This design comes from an exercise in tuning for small area and a short achievable clock period on the open sky130 flow, not from production work.
RTL that was checked went through simulation tests only; none was proved equivalent to the original.
Only the layout flow was run in runs 2 and 3; the RTL was not checked for function there.
No activity file was given, so power comes from the tool's default toggle rates.

==> flow/run.sh <==
#!/bin/bash
# synth_recipe.tcl (not shown) runs the flow's synth.tcl, then flattens the netlist and writes it again
# the make line also repeats each setting of config.mk as NAME=value (left out here)
make -C /OpenROAD-flow-scripts/flow DESIGN_CONFIG=/design/flow/config.mk WORK_HOME=/design/flow/orfs CLKGATE_MAP_FILE= SYNTH_SCRIPT=/design/flow/synth_recipe.tcl finish
==> flow/config.mk <==
export PLATFORM = sky130hd
export DESIGN_NAME = module_64_8
export DESIGN_NICKNAME = module_64_8
export VERILOG_FILES = /design/flow/design.v
export SDC_FILE = /design/flow/constraint.sdc
export NUM_CORES = 4
export LEC_CHECK = 0
export CAP_MARGIN = 20
export CORE_MARGIN = 2
export CORE_UTILIZATION = 50
export SLEW_MARGIN = 20
==> flow/constraint.sdc <==
create_clock -name core_clock -period 5.0 [get_ports {clk}]
set_input_delay 1.0000 -clock core_clock [delete_from_list [all_inputs] [get_ports {clk}]]
set_output_delay 1.0000 -clock core_clock [all_outputs]
set_load 0.01 [all_outputs]
==> flow/design.v <==
module FSM_out
(
    input clk,
    input reset_n,
    input [63:0] fifo_data,
    input fifo_empty,
    input req,
    output reg data_end,
    output reg read_enable,
    output reg strobe_out,
    output reg [7:0] data_out
);
reg [3:0] state;
always @(posedge clk)
begin
    if(!reset_n)
    begin
      read_enable <= 0;
      state <= 0;
      strobe_out <= 0;
      data_out <= 0;
      data_end <= 0; 
    end
    else
    begin
        case(state)
            0: begin
                if(req && !fifo_empty)
                begin
                    state <= 1;
                    read_enable <= 1;
                end
                else state <= 0;
            end
            1: begin
               read_enable <= 0;
               state <= 2; 
            end
            2: begin
               strobe_out <= 1;
               data_out <= fifo_data[7:0];
               state <= 3; 
            end
            3: begin
                data_out <= fifo_data[15:8];
                state <= 4;
            end
            4: begin
                data_out <= fifo_data[23:16];
                state <= 5;
            end
            5: begin
                data_out <= fifo_data[31:24];
                state <= 6;
            end
            6: begin
               data_out <= fifo_data[39:32];
               state <= 7;
            end
            7: begin
                data_out <= fifo_data[47:40];
                state <= 8;
            end
            8: begin
                data_out <= fifo_data[55:48];
                state <= 9;
            end
            9: begin
                data_out <= fifo_data[63:56];
                data_end <= 1;
                state <= 10;
            end
            10: begin
                strobe_out <= 0;
                data_end <= 0;
                state <= 0;
            end
            default: state <= 0;
        endcase
    end
end
endmodule
module module_64_8
#(parameter width = 64, parameter depth = 8)
(
    input   clk,                                 
    input   reset_n,                             
    input   strobe_in,                           
    input   [width-1:0] input_data,              
    input   req_data,                            
    output  ready,                               
    output data_end,                             
    output  strobe_out,                          
    output  [7:0] data_out,                      
    output [$clog2(depth)-1:0]  write_counter
);
reg [width-1:0] mem [depth-1:0];
reg [$clog2(depth):0] wr_adr;
reg [$clog2(depth):0] rd_adr;
wire read_enable;
wire full = (wr_adr[$clog2(depth)-1:0] == rd_adr[$clog2(depth)-1:0]) && (wr_adr[$clog2(depth)]!= rd_adr[$clog2(depth)]);
wire empty = wr_adr == rd_adr;
assign write_counter = wr_adr - rd_adr;
assign ready = empty;
always @(posedge clk)
begin
    if(!reset_n)  
    begin
       wr_adr <= 0; 
    end
    else
    begin
        if(strobe_in && !full)
        begin
          wr_adr <= wr_adr + 1;  
        end
    end
end
always @(posedge clk)
begin
    if(strobe_in && !full)
    begin
        mem[wr_adr[$clog2(depth)-1:0]] <= input_data;  
    end
end
always @(posedge clk)
begin
    if(!reset_n)
    begin
       rd_adr <= 0; 
    end
    else
    begin
        if(read_enable)
        begin
           rd_adr <= rd_adr + 1;  
        end
    end
end
reg [width-1:0] data_out_fifo;
always @(posedge clk)
begin
    if(!reset_n)
    begin
        data_out_fifo <= 0;
    end
    else
    begin
        if(read_enable)
        begin
           data_out_fifo <=  mem[rd_adr[$clog2(depth)-1:0]];  
        end
    end
end
FSM_out FSM_out_1
(
    .clk            (clk),
    .reset_n        (reset_n),
    .fifo_data      (data_out_fifo),
    .fifo_empty     (empty),
    .req            (req_data),
    .data_end       (data_end),
    .read_enable    (read_enable),
    .strobe_out     (strobe_out),
    .data_out       (data_out)
);
endmodule
==> results of run 1 <==
==> path summary, 6_finish.rpt <==
kind,end,depth (start not counted)
worst min register to register,rd_adr[3],2
worst max register to register,mem[7][22],4
worst max-delay path,ready,4
worst min-delay path,rd_adr[3],2
==> routing by layer <==
layer  global-route usage [%]  up-vias
met2                    34.04      343
li1                         -     5112
met4                    6.005        2
met5                        0        -
met1                    31.16     6019
met3                    4.011       81
==> per-stage QoR <==
stage               cell area (um^2)  util [%]
detailed placement             24100     53.44
CTS                            26030     57.74
floorplan                      22710         -
global route                   26060     57.79
global placement               24100     53.44
finish                         26060     57.79
==> critical path, stage by stage, from the launching register on <==
cell and delay (ps):
dfxtp_4 950, xnor2_1 260, nand4_1 390, inv_1 140
clkdlybuf4s50_1 540
==> cell type report <==
class / instances / area [um^2] / share of cell area, %
Clock inverter: 16 / 177.7 / 0.6818
Multi-Input combinational cell: 542 / 5190 / 19.92
Timing Repair Buffer: 104 / 1010 / 3.875
Inverter: 10 / 37.54 / 0.1441
Sequential cell: 599 / 17130 / 65.74
Clock buffer: 94 / 1760 / 6.756
Tap cell: 600 / 750.7 / 2.881
==> cells by family after synthesis <==
family	after synthesis	share of synthesized area, %
and+or+nand+nor	187	3.390
buffers and inverters	89	2.012
DFF	599	75.40
adders and majority gates	5	0.3087
xor gates and xnor gates	10	0.3859
muxes	136	13.06
AOI/OAI and AO/OA	204	5.446
==> cells in the final DEF, fill, tap and decap left out, types with 3 or more instances in the layout <==
cell type,instances
nor3_4,3
a22oi_1,10
bufinv_16,4
clkbuf_8,11
clkinv_2,10
o21ai_0,82
dfxtp_4,4
nor2_4,6
dfxtp_1,83
clkbuf_16,61
a31oi_1,67
inv_1,8
xnor2_1,8
buf_4,21
a21oi_1,21
o221a_2,4
nand2_1,142
clkdlybuf4s50_1,80
o221ai_1,8
nor3_1,3
clkbuf_1,22
mux4_2,128
ha_1,4
edfxtp_1,512
nand3_1,8
nor2_1,13
mux2i_1,7
==> registers in the layout (all words and copies together), names as in the netlist <==
register,cells
FSM_out_1.data_end,1
FSM_out_1.data_out,8
FSM_out_1.read_enable,1
FSM_out_1.state,4
FSM_out_1.strobe_out,1
data_out_fifo,64
mem,512
rd_adr,4
wr_adr,4
==> power by group through the flow <==
stage / combinational (uW) / sequential [uW] / clock, uW
floorplan: 838 / 5830 / 0
detailed placement: 1130 / 5970 / 0
CTS: 1130 / 5870 / 4460
global placement: 1110 / 5970 / 0
global route: 1220 / 5890 / 4670
finish: 1120 / 5870 / 4380
==> impl_metrics.yaml, run 1 <==
hold_path:
  hp-start: "rd_adr[3]"
  hp-class: "reg2reg"
grt:
  overflow: 0
  grt_pass1_wl_mm: 74.35
  grt_util_all_layers_pct: 21.56
  antenna_found_initial: 1
  grt_pass1_vias: 11800
  grt_max_degree: 93
power_and_ir_drop:
  p_leak_uw: 0.008179
  clkPwrFrac_pct: 38.5
  power.ir.vdd_worst_mv: 0.3109
  p_total_uw: 11360
  p_switching_uw: 2571
  swShare_pct: 22.63
  seqPwrFrac_pct: 51.6
  p_per_area_mw_per_mm2: 435.9
  combPwrFrac_pct: 9.8
  cell_internal_pwr_uw: 8788
sta:
  tightestPinTransition_ps: 1005
  fin_crit_ps: 3897
  relSlewSlack_pct: 33.01
  fin_crit_sh_pct: 77.95
  hold-worst-slack_ps: 545.3
  finalClockSkew_ps: 13.92
  rsz0062_at_grt: "false"
  drv_slew: 0
  setup_viol: 0
  worst_slack_ps: 1103
  fmax_ghz: 0.2566
  setup_tns_ps: 0
  hold_violations: 0
synthesis:
  netlist_instances: 1230
  syn_area_mm2: 0.02270
  synth_edf_count: 512
  synth.most_common_cell: "edfxtp_1"
  synth_top_area_share_pct: 67.73
  ys_seq_area_share_pct: 75.40
  ys.flop_type: "edfxtp_1"
  yosysTopAreaCell: "edfxtp_1"
  syn-num-nets: 1303
  yosys_warnings: 2
  ys_ff_latch: 599
  ys_async_sr_fraction_pct: 0
  synth_cell_type_count: 47
  synth_common_cells: "512 x edfxtp_1, 142 x nand2_1, 128 x mux4_2"
  syn_area_per_cell_um2: 18.46
  synthTopCellsByArea: "edfxtp_1 68%, mux4_2 13%, dfxtp_1 7.7%"
clock_network:
  cts_resized: 0
  clk_latency_ps: 600
  cts_tree: "yes"
  cts_made_buffers: 59
  cts.reportedPaths.clkPinSlew_ps: 60
  htreeDepth: 2
  postCtsHoldBufs: 0
  cts.sinks: 599
  clockBufferDepth: 3
  cts_setup_buffers: 0
  clockRootBuffer: "clkbuf_16"
worst_setup_path:
  reg2reg_from: "rd_adr[2]"
  worstSetupStartpoint: "rd_adr[2]"
  start_kind: "flop"
  crit_type: "reg2out"
  cp.arrival_ps: 2900
  cp.required_ps: 4000
  endpoint_kind: "output pin"
  crit_fanout: 57
  ff2ff_setup_slack_ps: 1440
floorplan:
  die-area_mm2: 0.04712
  rows: 78
  start_util_pct: 50.35
  core_area_mm2: 0.04509
  die_w_um: 217.1
  pin_count: 82
  die_y_um: 217.1
route:
  ant_nets: 0
  wl_met3_mm: 3.186
  vias_per_cell: 5.881
  wl_met2_mm: 23.57
  drc: 0
  drt_iter0_drc: 1020
  wirelength_mm: 49.45
  met1_length_mm: 21.55
  highest_layer: "met5"
  routedWlPerCell_um: 25.17
  num_vias: 11560
  drt_first_pass_iters: 5
place:
  dp_hpwl_mm: 27.23
  place_inst: 1854
  routabilityCongestion: 0.7704
  pre_cts_ws_ps: 1146
  numPortBuffers: 81
job:
  drv_cap: 0
cells_and_area:
  n_antenna_cell: 0
  fillers: 3437
  syn_to_final_growth_pct: 14.79
  nNetsFinal: 1389
  layout-drive-gt1-share_pct: 19.12
  final_cells: 1965
status:
  status: "timing/DRC/antenna clean"
==> inputs of run 2 (changes only) <==
==> flow/design.v (replaced) <==
module FSM_out
(
    input             clk,
    input             reset_n,
    input             req,
    input             fifo_empty,
    input      [63:0] fifo_data,    
    output            remove,       
    output            load,         
    output reg        strobe_out,
    output reg        data_end,
    output reg  [7:0] data_out
);
reg [3:0] state;
reg [55:0] buf_q;
wire idle  = (state == 4'd0);
assign remove = (state == 4'd1);
assign load   = (state == 4'd2);
wire shift = (state >= 4'd3) && (state <= 4'd9);
always @(posedge clk)
begin
    if (!reset_n)
        state <= 4'd0;
    else if (idle)
        state <= (req && !fifo_empty) ? 4'd1 : 4'd0;
    else if (state == 4'd10)
        state <= 4'd0;
    else
        state <= state + 4'd1;
end
always @(posedge clk)
    buf_q <= fifo_data[63:8] | ({56{!load}} & {8'd0, buf_q[55:8]});
always @(posedge clk)
begin
    if (!reset_n)
    begin
        strobe_out <= 1'b0;
        data_end   <= 1'b0;
        data_out   <= 8'd0;
    end
    else
    begin
        if (load)
        begin
            strobe_out <= 1'b1;
            data_out   <= fifo_data[7:0];
        end
        else if (shift)
            data_out <= buf_q[7:0];
        if (state == 4'd9)
            data_end <= 1'b1;
        else if (state == 4'd10)
        begin
            strobe_out <= 1'b0;
            data_end   <= 1'b0;
        end
    end
end
endmodule
module module_64_8
#(parameter width = 64, parameter depth = 8)
(
    input   clk,
    input   reset_n,
    input   strobe_in,
    input   [width-1:0] input_data,
    input   req_data,
    output  ready,
    output  data_end,
    output  strobe_out,
    output  [7:0] data_out,
    output  [$clog2(depth)-1:0] write_counter
);
localparam aw = $clog2(depth);
reg [width-1:0] mem [depth-1:0];
reg [depth-1:0] wr_ptr;
reg [depth-1:0] rd_ptr;
reg [depth-1:0] wr_en;
reg [aw:0] count;
reg        empty;
wire full = count[aw];
wire write = strobe_in && !full;
wire remove;
wire load;
wire [aw:0]    count_w  = remove ? count : count + 1'b1;
wire [aw:0]    count_nw = remove ? count - 1'b1 : count;
wire [depth-1:0] wr_ptr_w = {wr_ptr[depth-2:0], wr_ptr[depth-1]};
wire           full_w   = (count_w == depth);
wire           full_nw  = (count_nw == depth);
wire           empty_nw = (count_nw == 0);
assign write_counter = count[aw-1:0];
assign ready = empty;
always @(posedge clk)
begin
    if (!reset_n)
    begin
        count  <= 0;
        empty  <= 1'b1;
        wr_ptr <= 1;
        wr_en  <= 1;
    end
    else if (write)
    begin
        count  <= count_w;
        empty  <= 1'b0;
        wr_ptr <= wr_ptr_w;
        wr_en  <= full_w ? {depth{1'b0}} : wr_ptr_w;
    end
    else
    begin
        count  <= count_nw;
        empty  <= empty_nw;
        wr_en  <= full_nw ? {depth{1'b0}} : wr_ptr;
    end
end
always @(posedge clk)
begin
    if (!reset_n)
        rd_ptr <= 1;
    else if (load)
        rd_ptr <= {rd_ptr[depth-2:0], rd_ptr[depth-1]};
end
integer i;
always @(posedge clk)
begin
    for (i = 0; i < depth; i = i + 1)
        if (wr_en[i])
            mem[i] <= input_data;
end
reg [width-1:0] rd_data;
always @*
begin
    rd_data = 0;
    for (i = 0; i < depth; i = i + 1)
        rd_data = rd_data | ({width{load && rd_ptr[i]}} & mem[i]);
end
FSM_out FSM_out_1
(
    .clk        (clk),
    .reset_n    (reset_n),
    .req        (req_data),
    .fifo_empty (empty),
    .fifo_data  (rd_data),
    .remove     (remove),
    .load       (load),
    .strobe_out (strobe_out),
    .data_end   (data_end),
    .data_out   (data_out)
);
endmodule
==> flow/flow/run.sh (new file) <==
#!/bin/bash
# The standard ORFS layout, with the port buffers made of buf_2 cells (instead of the
# delay cells buffer_ports picks by default) and timing repair free to change a cell's
# footprint.
set -euo pipefail
bash standard.sh MATCH_CELL_FOOTPRINT=0 "BUFFER_PORTS_ARGS=-buffer_cell sky130_fd_sc_hd__buf_2" finish > standard_flow.log 2>&1
==> flow/standard.sh (new file) <==
#!/bin/bash
# synth_recipe.tcl (not shown) runs the flow's synth.tcl, then flattens the netlist and writes it again
# the make line also repeats each setting of config.mk as NAME=value (left out here)
make -C /OpenROAD-flow-scripts/flow DESIGN_CONFIG=/design/flow/config.mk WORK_HOME=/design/flow/orfs CLKGATE_MAP_FILE= SYNTH_SCRIPT=/design/flow/synth_recipe.tcl "${@:-finish}"
--- a/flow/config.mk
+++ b/flow/config.mk
@@ -8,4 +8,6 @@
 export CAP_MARGIN = 20
 export CORE_MARGIN = 2
 export CORE_UTILIZATION = 50
+export CTS_BUF_LIST = sky130_fd_sc_hd__clkbuf_4 sky130_fd_sc_hd__clkbuf_8
+export SETUP_SLACK_MARGIN = 2.5
 export SLEW_MARGIN = 20
removed: flow/run.sh
==> impl_metrics.yaml, run 2 <==
grt:
  grt_pass1_vias: 11740
  grt_max_degree: 84
  overflow: 0
  grt_util_all_layers_pct: 23.02
  antenna_found_initial: 6
  grt_pass1_wl_mm: 74.78
clock_network:
  cts_made_buffers: 94
  cts.sinks: 611
  cts_resized: 0
  cts_setup_buffers: 0
  cts.reportedPaths.clkPinSlew_ps: 60
  cts_tree: "yes"
  postCtsHoldBufs: 0
  clk_latency_ps: 650
  clockBufferDepth: 3
  htreeDepth: 3
  clockRootBuffer: "clkbuf_8"
cells_and_area:
  syn_to_final_growth_pct: 13.74
  largest_register_ff_count: 512
  fillers: 3315
  seq_area_mm2: 0.01740
  mostFrequentLayoutCells: "512 x edfxtp_1, 105 x clkbuf_8, 104 x a22o_1, 104 x a221oi_1, 83 x dfxtp_1"
  nNetsFinal: 1399
  multi_input_area_mm2: 0.003637
  final_common_cell: "edfxtp_1"
  final_cells: 1946
  layout-drive-gt1-share_pct: 20.80
synthesis:
  synth_common_cells: "512 x edfxtp_1, 104 x a221oi_1, 104 x a22o_1"
  synth.most_common_cell: "edfxtp_1"
  synth_top_area_share_pct: 72.04
  yosysTopAreaCell: "edfxtp_1"
  ys_seq_area_share_pct: 81.33
  ys_async_sr_fraction_pct: 0
  syn_area_mm2: 0.02134
  syn_area_per_cell_um2: 17.68
  syn-num-nets: 1281
  synthSimpleGateAreaFrac_pct: 2.744
  netlist_instances: 1207
  synth_compound_area_share_pct: 13.31
  synth_edf_count: 512
  ys_ff_latch: 611
  synth_top_family_by_area: "compound AO/OA/AOI/OAI gates"
  synthAdderAreaFrac_pct: 0.3518
  yosys_warnings: 3
  synthTopCellsByArea: "edfxtp_1 72%, dfxtp_1 9.3%, a221oi_1 4.3%"
  synth-xor-area-share_pct: 0.2052
  synth_cell_type_count: 40
  synthMuxAreaShare_pct: 0.4221
  ys.flop_type: "edfxtp_1"
hold_path:
  hp-class: "reg2reg"
worst_setup_path:
  crit_type: "reg2reg"
  slowest_delay_ps: 800
  crit_fanout: 83
  cp.required_ps: 5570
  path_cells: "inv_1 > ha_1 > and2_4 > buf_4 > nor2_1 > a31oi_1"
  endpoint_kind: "flop"
  critPathSlowestCell: "and2_4"
  cp.arrival_ps: 2870
  start_kind: "flop"
sta:
  rsz0062_at_grt: "false"
  fin_crit_sh_pct: 46.05
  hold_violations: 0
  setup_viol: 0
  relSlewSlack_pct: 26.95
  worst_slack_ps: 2698
  drv_slew: 0
  tightestPinTransition_ps: 1096
  fin_crit_ps: 2302
  setup_tns_ps: 0
  fmax_ghz: 0.4344
  finalClockSkew_ps: 26.49
floorplan:
  core_area_mm2: 0.04204
  die_w_um: 210.6
  rows: 75
  pin_count: 82
  die-area_mm2: 0.04435
  die_y_um: 210.6
  start_util_pct: 50.76
job:
  drv_cap: 0
power_and_ir_drop:
  swShare_pct: 20.97
  p_leak_uw: 0.007948
  seqPwrFrac_pct: 55.8
  p_switching_uw: 2179
  p_total_uw: 10390
  cell_internal_pwr_uw: 8212
  clkPwrFrac_pct: 40.6
  power.ir.vdd_worst_mv: 0.3022
  p_per_area_mw_per_mm2: 428.1
  combPwrFrac_pct: 3.5
route:
  drt_iter0_drc: 983
  drt_first_pass_iters: 4
  wirelength_mm: 50.19
  vias_per_cell: 6.064
  ant_nets: 0
  num_vias: 11800
  routedWlPerCell_um: 25.79
  drc: 0
place:
  routabilityCongestion: 0.7723
  numPortBuffers: 81
  place_inst: 1768
  pre_cts_ws_ps: 2556
  dp_hpwl_mm: 25.00
status:
  status: "timing/DRC/antenna clean"
[run 2: cell count changes in the layout (fill, tap and decap cells not counted), moves of 52 or more]
cell,before,now
nor2_1,13,66
clkbuf_16,61,0
nand2_1,142,38
clkbuf_8,11,105
a22o_1,1,104
clkdlybuf4s50_1,80,0
o21ai_0,82,2
mux4_2,128,0
a221oi_1,0,104
clkbuf_4,0,52
buf_2,0,81
[run 2: path summary, 6_finish.rpt]
path | startpoint | to | slack (ps) | cells after the start
setup / recovery | FSM_out_1.state[0] | FSM_out_1.buf_q[45] | 2700 | 6
setup reg to reg | FSM_out_1.state[0] | FSM_out_1.buf_q[45] | 2700 | 6
hold reg to reg | FSM_out_1.buf_q[23] | FSM_out_1.buf_q[15] | 470 | 2
hold / removal | FSM_out_1.buf_q[23] | FSM_out_1.buf_q[15] | 470 | 2
[run 2: through the flow]
step	instance area, um^2	hold slack (ps)	utilization, %
after floorplan	21340	445.0	-
after global placement	22290	470.1	53.03
after detailed placement	22290	469.4	53.03
after CTS	24270	476.8	57.72
after global routing	24270	502.8	57.74
final	24270	473.8	57.74
[run 2: area by class of cell]
| cell class | count | share of cell area, % |
|---|---|---|
| Clock inverter | 18 | 0.5619 |
| Clock buffer | 157 | 7.562 |
| Inverter | 6 | 0.09278 |
| Antenna cell | 3 | 0.03093 |
| Timing Repair Buffer | 102 | 2.320 |
| Sequential cell | 611 | 71.67 |
| Tap cell | 539 | 2.778 |
| Multi-Input combinational cell | 510 | 14.98 |
[run 2: critical path, delay by kind of cell, from the launching register on]
kind / cells / cell delay, ps
and+or+nand+nor: 2 / 870
AOI/OAI and AO/OA: 1 / 160
buffers and inverters: 2 / 500
adders and majority gates: 1 / 260
DFF: 1 / 340
[run 2: cells by family (layout without fill, tap and decap cells)]
| logic type | after synthesis | after routing |
|---|---|---|
| flops | 611 | 611 |
| compound gates | 356 | 356 |
| simple gates | 134 | 134 |
| buf+inv | 86 | 283 |
| mux | 9 | 9 |
| fa+ha+maj | 6 | 6 |
| xor+xnor | 5 | 5 |
| other cells | 0 | 3 |
[run 2: power by group through the flow]
| stage | sequential (uW) | clock (uW) | combinational (uW) |
|---|---|---|---|
| after floorplan | 5890 | 0 | 191 |
| after global placement | 5910 | 0 | 361 |
| after detailed placement | 5910 | 0 | 368 |
| after CTS | 5810 | 4300 | 370 |
| after global routing | 5820 | 4530 | 409 |
| final | 5800 | 4220 | 366 |
[run 2: per-layer routing]
layer / global-route usage, % / vias up / routed length (um)
li1: - / 5230 / -
met1: 32.25 / 6132 / 22210
met2: 37.16 / 349 / 24490
met3: 4.306 / 84 / 2588
met4: 6.727 / 6 / 876
met5: 0 / - / 33
==> inputs of run 3 (changes only) <==
==> flow/run.sh (new file) <==
#!/bin/bash
# synth_recipe.tcl (not shown) runs the flow's synth.tcl, then flattens the netlist and writes it again
# the make line also repeats each setting of config.mk as NAME=value (left out here)
make -C /OpenROAD-flow-scripts/flow DESIGN_CONFIG=/design/flow/config.mk WORK_HOME=/design/flow/orfs CLKGATE_MAP_FILE= SYNTH_SCRIPT=/design/flow/synth_recipe.tcl finish
removed: flow/flow/run.sh
removed: flow/standard.sh
==> impl_metrics.yaml, run 3 <==
clock_network:
  htreeDepth: 3
  clk_latency_ps: 660
  cts_tree: "yes"
  clockRootBuffer: "clkbuf_8"
  cts_setup_buffers: 0
  cts_made_buffers: 96
  clockBufferDepth: 3
  cts.reportedPaths.clkPinSlew_ps: 60
  postCtsHoldBufs: 0
  cts.sinks: 611
place:
  dp_hpwl_mm: 24.50
  place_inst: 1767
  routabilityCongestion: 0.7636
  numPortBuffers: 81
  pre_cts_ws_ps: 2143
synthesis:
  ys_seq_area_share_pct: 81.33
  netlist_instances: 1207
  yosys_warnings: 3
  synth_edf_count: 512
  ys_async_sr_fraction_pct: 0
  ys_ff_latch: 611
  ys.flop_type: "edfxtp_1"
  syn_area_per_cell_um2: 17.68
  syn_area_mm2: 0.02134
  synthTopCellsByArea: "edfxtp_1 72%, dfxtp_1 9.3%, a221oi_1 4.3%"
  syn-num-nets: 1281
  yosysTopAreaCell: "edfxtp_1"
  synth_common_cells: "512 x edfxtp_1, 104 x a221oi_1, 104 x a22o_1"
  synth_cell_type_count: 40
  synth_top_area_share_pct: 72.04
  synth.most_common_cell: "edfxtp_1"
route:
  wirelength_mm: 51.30
  drt_first_pass_iters: 5
  drc: 0
  num_vias: 11790
  vias_per_cell: 6.055
  drt_iter0_drc: 1186
  ant_nets: 0
  routedWlPerCell_um: 26.35
floorplan:
  die-area_mm2: 0.04435
  start_util_pct: 50.76
  die_w_um: 210.6
  pin_count: 82
  core_area_mm2: 0.04204
  die_y_um: 210.6
  rows: 75
grt:
  antenna_found_initial: 3
  grt_pass1_vias: 11820
  grt_pass1_wl_mm: 75.29
  overflow: 0
  grt_util_all_layers_pct: 23.05
  grt_max_degree: 70
cells_and_area:
  layout-drive-gt1-share_pct: 14.65
  nNetsFinal: 1402
  syn_to_final_growth_pct: 15.38
  largest_register_ff_count: 512
  final_cells: 1947
  mostFrequentLayoutCells: "512 x edfxtp_1, 109 x clkbuf_8, 104 x a22o_1, 104 x a221oi_1, 80 x dfxtp_1"
  final_common_cell: "edfxtp_1"
worst_setup_path:
  path_cells: "dlygate4sd2_1"
  cp_num_buf_inv: 1
  critPathSlowestCell: "dfxtp_1"
  slowest_delay_ps: 370
  r2r_cells: 5
  start_kind: "flop"
  cp.required_ps: 4000
  r2r_end: "FSM_out_1.data_out[3]"
  ff2ff_setup_slack_ps: 2690
  crit_type: "reg2out"
  reg2reg_from: "rd_ptr[0]"
  worstSetupStartpoint: "FSM_out_1.data_out[1]"
  cp.arrival_ps: 1320
  worstSetupPathDepth: 1
  endpoint: "data_out[1]"
  critPathTopFamily: "flip-flops"
  crit_fanout: 2
  endpoint_kind: "output pin"
sta:
  setup_viol: 0
  rsz0062_at_grt: "false"
  worst_slack_ps: 2685
  setup_tns_ps: 0
  tightestPinTransition_ps: 1050
  fin_crit_sh_pct: 46.30
  drv_slew: 0
  hold_violations: 0
  fin_crit_ps: 2315
  fmax_ghz: 0.4319
  finalClockSkew_ps: 25.34
  relSlewSlack_pct: 29.99
status:
  status: "timing/DRC/antenna clean"
power_and_ir_drop:
  power.ir.vdd_worst_mv: 0.2269
  p_leak_uw: 0.007969
  p_per_area_mw_per_mm2: 419.4
job:
  drv_cap: 0
hold_path:
  hp-class: "reg2reg"
[run 3: cell counts after synthesis]
No cell type changed its count.
[run 3: layout make-up]
cell class,count,area (um^2)
timing repair buffer,101,947.2
clock inverter,29,136.4
tap,539,674.4
multi-input combinational,512,3652
antenna,2,5.005
sequential,611,17400
inverter,6,22.52
clock buffer,147,1785
fill,3198,17420
[run 3: kinds of logic after synthesis]
family                     share of synthesized area, %
AOI/OAI and AO/OA                                 13.31
xor gates and xnor gates                         0.2052
adders and majority gates                        0.3518
buffers and inverters                             1.641
DFF                                               81.33
muxes                                            0.4221
and+or+nand+nor                                   2.744
[run 3: how the worst min path moves through the flow]
stage          slack [ps]             endpoint  depth (start not counted)                 from
2_1_floorplan         450            wr_ptr[7]                          2            wr_ptr[7]
3_3_place_gp          470  FSM_out_1.buf_q[32]                          2  FSM_out_1.buf_q[40]
3_5_place_dp          470  FSM_out_1.buf_q[32]                          2  FSM_out_1.buf_q[40]
4_1_cts               480  FSM_out_1.buf_q[32]                          2  FSM_out_1.buf_q[40]
5_1_grt               500  FSM_out_1.buf_q[13]                          2  FSM_out_1.buf_q[21]
6_report              480  FSM_out_1.buf_q[40]                          2  FSM_out_1.buf_q[48]
[run 3: report_power, final]
part,switching (uW),internal (uW),leakage (uW),total [uW]
sequential,112,5700,0.00551,5810
clock,1850,2270,0.00102,4120
combinational,220,171,0.00144,392
total,2180,8150,0.00797,10300
[run 3: per-stage QoR]
stage / cell area [um^2] / hold WS [ps] / power (uW) / utilization (%)
CTS: 24600 / 481.9 / 10410 / 58.52
floorplan: 21340 / 445.0 / 6086 / -
global placement: 22690 / 468.0 / 6308 / 53.98
global route: 24620 / 502.8 / 10690 / 58.57
finish: 24620 / 480.4 / 10330 / 58.57
detailed placement: 22690 / 471.8 / 6320 / 53.98
[run 3: layer usage]
layer	up-vias	wire length (um)	global-route usage [%]
li1	5247	-	-
met1	6128	23040	32.76
met2	340	24720	36.96
met3	72	2720	4.231
met4	2	807	6.217
met5	-	16	0
[run 3: timing repair]
action | CTS | global route
gates cloned | 0 | 2
setup endpoints to repair | 14 | 19
pin swaps | 0 | 1
hold endpoints to repair | 0 | 0
gates resized for setup | 16 | 1
==> inputs of run 4 (changes only) <==
--- a/flow/design.v
+++ b/flow/design.v
@@ -71,46 +71,32 @@
     output  [7:0] data_out,
     output  [$clog2(depth)-1:0] write_counter
 );
-localparam aw = $clog2(depth);
 reg [width-1:0] mem [depth-1:0];
 reg [depth-1:0] wr_ptr;
 reg [depth-1:0] rd_ptr;
-reg [depth-1:0] wr_en;
-reg [aw:0] count;
-reg        empty;
-wire full = count[aw];
+reg [$clog2(depth):0] count;
+reg                   empty;
+wire full = count[$clog2(depth)];
 wire write = strobe_in && !full;
 wire remove;
 wire load;
-wire [aw:0]    count_w  = remove ? count : count + 1'b1;
-wire [aw:0]    count_nw = remove ? count - 1'b1 : count;
-wire [depth-1:0] wr_ptr_w = {wr_ptr[depth-2:0], wr_ptr[depth-1]};
-wire           full_w   = (count_w == depth);
-wire           full_nw  = (count_nw == depth);
-wire           empty_nw = (count_nw == 0);
-assign write_counter = count[aw-1:0];
+wire [$clog2(depth):0] count_next = count + {{$clog2(depth){1'b0}}, write} - {{$clog2(depth){1'b0}}, remove};
+assign write_counter = count[$clog2(depth)-1:0];
 assign ready = empty;
 always @(posedge clk)
 begin
     if (!reset_n)
     begin
-        count  <= 0;
-        empty  <= 1'b1;
+        count <= 0;
+        empty <= 1'b1;
         wr_ptr <= 1;
-        wr_en  <= 1;
-    end
-    else if (write)
-    begin
-        count  <= count_w;
-        empty  <= 1'b0;
-        wr_ptr <= wr_ptr_w;
-        wr_en  <= full_w ? {depth{1'b0}} : wr_ptr_w;
     end
     else
     begin
-        count  <= count_nw;
-        empty  <= empty_nw;
-        wr_en  <= full_nw ? {depth{1'b0}} : wr_ptr;
+        count <= count_next;
+        empty <= (count_next == 0);
+        if (write)
+            wr_ptr <= {wr_ptr[depth-2:0], wr_ptr[depth-1]};
     end
 end
 always @(posedge clk)
@@ -124,7 +110,7 @@
 always @(posedge clk)
 begin
     for (i = 0; i < depth; i = i + 1)
-        if (wr_en[i])
+        if (write && wr_ptr[i])
             mem[i] <= input_data;
 end
 reg [width-1:0] rd_data;
==> impl_metrics.yaml, run 4 <==
status:
  status: "timing/DRC/antenna clean"
sta:
  rsz0062_at_grt: "true"
  relSlewSlack_pct: 31.61
  fmax_ghz: 0.3843
  setup_viol: 0
  worst_slack_ps: 2398
  setup_tns_ps: 0
  fin_crit_ps: 2602
  tightestPinTransition_ps: 1026
  fin_crit_sh_pct: 52.05
  drv_slew: 0
  finalClockSkew_ps: 30.82
  hold_violations: 0
route:
  drc: 0
  ant_nets: 0
  num_vias: 11520
  wirelength_mm: 49.48
  drt_first_pass_iters: 4
  vias_per_cell: 5.971
  drt_iter0_drc: 1022
  routedWlPerCell_um: 25.65
grt:
  antenna_found_initial: 0
  grt_pass1_vias: 11890
  grt_pass1_wl_mm: 73.37
  grt_max_degree: 74
  use_met3_pct: 3.561
  grt-busiest-layer: "met2"
  overflow: 0
  grt_util_all_layers_pct: 22.47
  gr-usage-met1_pct: 31.25
  use_met2_pct: 37.06
synthesis:
  ys_async_sr_fraction_pct: 0
  yosysTopAreaCell: "edfxtp_1"
  synth.most_common_cell: "edfxtp_1"
  synth_edf_count: 512
  yosys_warnings: 3
  synth_top_area_share_pct: 72.65
  synth_cell_type_count: 36
  syn_area_per_cell_um2: 18.07
  synthTopCellsByArea: "edfxtp_1 73%, dfxtp_1 8.6%, a221oi_1 4.3%"
  syn-num-nets: 1248
  syn_area_mm2: 0.02116
  netlist_instances: 1171
  synth_common_cells: "512 x edfxtp_1, 104 x a221oi_1, 104 x a22o_1"
  ys_ff_latch: 603
  ys.flop_type: "edfxtp_1"
  ys_seq_area_share_pct: 81.25
power_and_ir_drop:
  power.ir.vdd_worst_mv: 0.2454
  p_leak_uw: 0.007982
  p_per_area_mw_per_mm2: 440.9
  p_total_uw: 10840
place:
  numPortBuffers: 81
  dp_hpwl_mm: 25.50
  pre_cts_ws_ps: 1675
  routabilityCongestion: 0.7409
worst_setup_path:
  crit_fanout: 9
  r2r_end: "FSM_out_1.buf_q[23]"
  critPathSlowestCell: "clkdlybuf4s50_1"
  endpoint_kind: "flop"
  cp.required_ps: 5520
  crit_type: "in2reg"
  slowest_delay_ps: 450
  ff2ff_setup_slack_ps: 2680
  start_kind: "primary input"
  endpoint: "empty"
  r2r_cells: 4
  cp.arrival_ps: 3130
  worstSetupStartpoint: "strobe_in"
  reg2reg_from: "rd_ptr[4]"
  path_cells: "clkdlybuf4s50_1 > nor2b_4 > inv_4 > ha_4 > inv_2 > ha_4 > fa_2 > xor2_1 > o41ai_2"
  crit_top_cell: "ha_4"
clock_network:
  htreeDepth: 3
  cts.reportedPaths.clkPinSlew_ps: 60
  clockRootBuffer: "clkbuf_8"
  clockBufferDepth: 3
  cts_tree: "yes"
  cts_made_buffers: 95
  cts.sinks: 603
  postCtsHoldBufs: 0
  clk_latency_ps: 640
cells_and_area:
  final_core_utilization_pct: 58.74
  layout-drive-gt1-share_pct: 16.76
  n_antenna_cell: 0
  final_common_cell: "edfxtp_1"
  largest_register_ff_count: 512
  syn_to_final_growth_pct: 16.16
  mostFrequentLayoutCells: "512 x edfxtp_1, 107 x clkbuf_8, 104 x a22o_1, 104 x a221oi_1, 83 x dfxtp_1"
  nNetsFinal: 1387
floorplan:
  die_y_um: 209.7
  die_w_um: 209.7
  die-area_mm2: 0.04399
  core_area_mm2: 0.04185
  start_util_pct: 50.57
  pin_count: 82
  rows: 75
hold_path:
  worstHoldPathCells: 2
  hp-class: "reg2reg"
job:
  drv_cap: 0
## run 4: worst min path at each step
stage	from	endpoint	slack [ps]
2_1_floorplan	wr_ptr[0]	wr_ptr[0]	430
3_3_place_gp	wr_ptr[0]	wr_ptr[0]	460
3_5_place_dp	wr_ptr[0]	wr_ptr[0]	460
4_1_cts	FSM_out_1.buf_q[14]	FSM_out_1.buf_q[6]	470
5_1_grt	FSM_out_1.buf_q[14]	FSM_out_1.buf_q[6]	490
6_report	FSM_out_1.buf_q[14]	FSM_out_1.buf_q[6]	470
## run 4: critical path, delay by kind of cell
kind / cells / cell delay (ps)
AOI/OAI and AO/OA: 1 / 340
xor gates and xnor gates: 1 / 170
adders and majority gates: 3 / 750
buffers and inverters: 3 / 580
and+or+nand+nor: 1 / 270
## run 4: cell families (layout without fill, tap and decap cells)
| group | Yosys count | after routing | share of synthesized area (%) |
|---|---|---|---|
| mux | 9 | 9 | 0.4257 |
| xor+xnor | 5 | 5 | 0.2070 |
| simple gates | 112 | 115 | 2.459 |
| compound gates | 350 | 350 | 13.20 |
| fa+ha+maj | 9 | 9 | 0.5676 |
| buf+inv | 83 | 299 | 1.892 |
| flops | 603 | 603 | 81.25 |
## run 4: final cells by class
cell class                      instances  area (um^2)
Clock buffer                          153         1818
Clock inverter                         24        147.6
Fill cell                            3152        17270
Inverter                                9        36.28
Multi-Input combinational cell        488         3652
Sequential cell                       603        17210
Tap cell                              539        674.4
Timing Repair Buffer                  113         1050
## run 4: where the power goes
part | switching (uW) | internal (uW)
clock | 1830 | 2360
combinational | 462 | 333
sequential | 116 | 5740
total | 2410 | 8430
## run 4: through the flow
step | std cells | hold slack [ps] | instance area, um^2
floorplan | 1171 | 430.5 | 21210
global placement | 1746 | 458.2 | 22580
detailed placement | 1746 | 462.6 | 22580
CTS | 1925 | 473.0 | 24540
global route | 1929 | 485.7 | 24580
finish | 1929 | 468.6 | 24580
## run 4: per-layer routing
| layer | part of all wire [%] | vias to the layer above |
|---|---|---|
| li1 | - | 5131 |
| met1 | 44 | 5956 |
| met2 | 49 | 355 |
| met3 | 5.5 | 77 |
| met4 | 1.8 | 0 |
| met5 | 0 | - |
## run 4: timing repair
action,in CTS,in global routing
gates resized for setup,14,3
gates cloned,0,3
pin swaps,3,3
endpoints found under the setup margin,58,146
buffers inserted,2,1
==> inputs of run 5 (changes only) <==
--- a/flow/config.mk
+++ b/flow/config.mk
@@ -8,6 +8,4 @@
 export CAP_MARGIN = 20
 export CORE_MARGIN = 2
 export CORE_UTILIZATION = 50
-export CTS_BUF_LIST = sky130_fd_sc_hd__clkbuf_4 sky130_fd_sc_hd__clkbuf_8
-export SETUP_SLACK_MARGIN = 2.5
 export SLEW_MARGIN = 20
==> impl_metrics.yaml, run 5 <==
synthesis:
  syn_area_mm2: 0.02116
  syn_area_per_cell_um2: 18.07
  yosys_warnings: 3
  synth_top_area_share_pct: 72.65
  synthTopCellsByArea: "edfxtp_1 73%, dfxtp_1 8.6%, a221oi_1 4.3%"
  netlist_instances: 1171
  yosysTopAreaCell: "edfxtp_1"
  syn-num-nets: 1248
  synth_edf_count: 512
  synth_common_cells: "512 x edfxtp_1, 104 x a221oi_1, 104 x a22o_1"
  ys.flop_type: "edfxtp_1"
  ys_seq_area_share_pct: 81.25
  ys_async_sr_fraction_pct: 0
  ys_ff_latch: 603
  synth.most_common_cell: "edfxtp_1"
  synth_cell_type_count: 36
route:
  drc: 0
  drt_first_pass_iters: 7
  drt_iter0_drc: 1051
  num_vias: 11270
  vias_per_cell: 6.076
  ant_nets: 0
  wirelength_mm: 48.34
  routedWlPerCell_um: 26.06
sta:
  relSlewSlack_pct: 29.57
  setup_viol: 0
  fin_crit_ps: 3373
  hold_violations: 0
  rsz0062_at_grt: "false"
  finalClockSkew_ps: 19.59
  fin_crit_sh_pct: 67.45
  fmax_ghz: 0.2965
  tightestPinTransition_ps: 1056
  drv_slew: 0
  setup_tns_ps: 0
cells_and_area:
  fillers: 3177
  layout-drive-gt1-share_pct: 9.886
  mostFrequentLayoutCells: "512 x edfxtp_1, 104 x a22o_1, 104 x a221oi_1"
  seq_area_mm2: 0.01721
  largest_register_ff_count: 512
  final_cells: 1855
  nNetsFinal: 1343
  final_common_cell: "edfxtp_1"
  syn_to_final_growth_pct: 15.60
  multi_input_area_mm2: 0.003587
place:
  place_inst: 1745
  numPortBuffers: 81
  dp_hpwl_mm: 26.15
  routabilityCongestion: 0.7583
worst_setup_path:
  endpoint_kind: "flop"
  start_kind: "primary input"
  crit_type: "in2reg"
  crit_fanout: 9
  cp.arrival_ps: 3860
  cp.required_ps: 5490
clock_network:
  clk_latency_ps: 610
  cts_made_buffers: 58
  cts_setup_buffers: 0
  cts_resized: 0
  postCtsHoldBufs: 0
  clockBufferDepth: 3
  cts.sinks: 603
  clockRootBuffer: "clkbuf_16"
  cts.reportedPaths.clkPinSlew_ps: 60
  htreeDepth: 2
  cts_tree: "yes"
floorplan:
  die-area_mm2: 0.04399
  pin_count: 82
  die_w_um: 209.7
  rows: 75
  start_util_pct: 50.57
  core_area_mm2: 0.04185
  die_y_um: 209.7
grt:
  grt_util_all_layers_pct: 22.37
  antenna_found_initial: 1
  overflow: 0
  grt_max_degree: 54
  grt_pass1_vias: 11480
  grt_pass1_wl_mm: 72.72
power_and_ir_drop:
  p_per_area_mw_per_mm2: 448.3
  p_leak_uw: 0.007770
  power.ir.vdd_worst_mv: 0.2820
hold_path:
  hp-class: "reg2reg"
job:
  drv_cap: 0
status:
  status: "timing/DRC/antenna clean"
==> run 5: final timing paths <==
kind,end,depth (start not counted),from,slack [ps]
hold reg to reg,FSM_out_1.buf_q[3],2,FSM_out_1.buf_q[11],480
setup / recovery,empty,9,strobe_in,1630
setup reg to reg,empty,8,count[3],2170
hold / removal,FSM_out_1.buf_q[3],2,FSM_out_1.buf_q[11],480
==> run 5: cells by family after synthesis <==
group / Yosys count / synth area share (%)
and+or+nand+nor: 112 / 2.459
DFF: 603 / 81.25
muxes: 9 / 0.4257
buffers and inverters: 83 / 1.892
adders and majority gates: 9 / 0.5676
xor gates and xnor gates: 5 / 0.2070
AOI/OAI and AO/OA: 350 / 13.20
==> run 5: cell type report <==
type,count,area share (%)
Sequential cell,603,70.33
Clock inverter,28,1.248
Clock buffer,81,6.577
Multi-Input combinational cell,485,14.66
Timing Repair Buffer,109,4.276
Inverter,9,0.1381
Tap cell,539,2.757
Antenna cell,1,0.01023
==> run 5: through the flow <==
| stage | utilization [%] | worst slack [ps] | hold slack (ps) | instance area [um^2] | total power (uW) |
|---|---|---|---|---|---|
| finish | 58.45 | 1627 | 478.3 | 24460 | 10970 |
| global route | 58.45 | 1432 | 482.8 | 24460 | 11360 |
| CTS | 58.45 | 1620 | 485.7 | 24460 | 11070 |
| detailed placement | 53.87 | 994.9 | 458.7 | 22550 | 6716 |
| global placement | 53.87 | 1101 | 455.1 | 22550 | 6706 |
| floorplan | - | 1702 | 430.6 | 21160 | 6355 |
==> run 5: power breakdown <==
| part | switching [uW] | leakage, uW | internal (uW) |
|---|---|---|---|
| registers | 102 | 0.00538 | 5740 |
| clock network | 1780 | 0.000939 | 2590 |
| logic | 436 | 0.00145 | 319 |
==> run 5: routing by layer <==
layer / vias to the layer above / global-route usage (%) / wire [um]
met5: - / 0 / 0
met2: 326 / 36.83 / 23510
met4: 0 / 5.649 / 903
met1: 5866 / 31.37 / 21260
li1: 5015 / - / -
met3: 64 / 3.801 / 2669
==> run 5: worst max-delay path: stages <==
cell	delay, ps
clkdlybuf4s50_1	440
nor2b_1	590
inv_1	310
ha_1	360
inv_1	40
ha_1	200
fa_1	420
xor2_1	180
o41ai_1	320

==> separate check: timing with driven ports <==
The results above use ideal ports. As a check the final layouts listed here were re-extracted and re-timed, cells and wires unchanged. Step 1 assumes that a clkbuf_16 drives the clock port and a buf_2 every other input. Step 2 also shifts input and output timing later by t, the mid clock arrival at the registers, as if the neighbouring blocks saw the same clock. Slacks: no drivers / after step 1 / after step 2; pairs: no drivers / after step 1.
run	shift t [ns]	setup slack, ns	slew at the worst register clock pin (ns)
run 1	0.653	1.103 / 1.047 / 1.122	0.06 / 0.06
run 2	0.689	2.698 / 2.698 / 2.557	0.07 / 0.07
run 3	0.695	2.685 / 2.634 / 2.070	0.07 / 0.07
run 4	0.682	2.398 / 2.421 / 1.738	0.07 / 0.07
run 5	0.655	1.627 / 1.653 / 0.998	0.06 / 0.06
After both steps setup and hold are still met in every run listed. For run 4, which loses most, drivers alone change the setup slack by +0.023 ns; drivers and shift together by -0.660 ns.
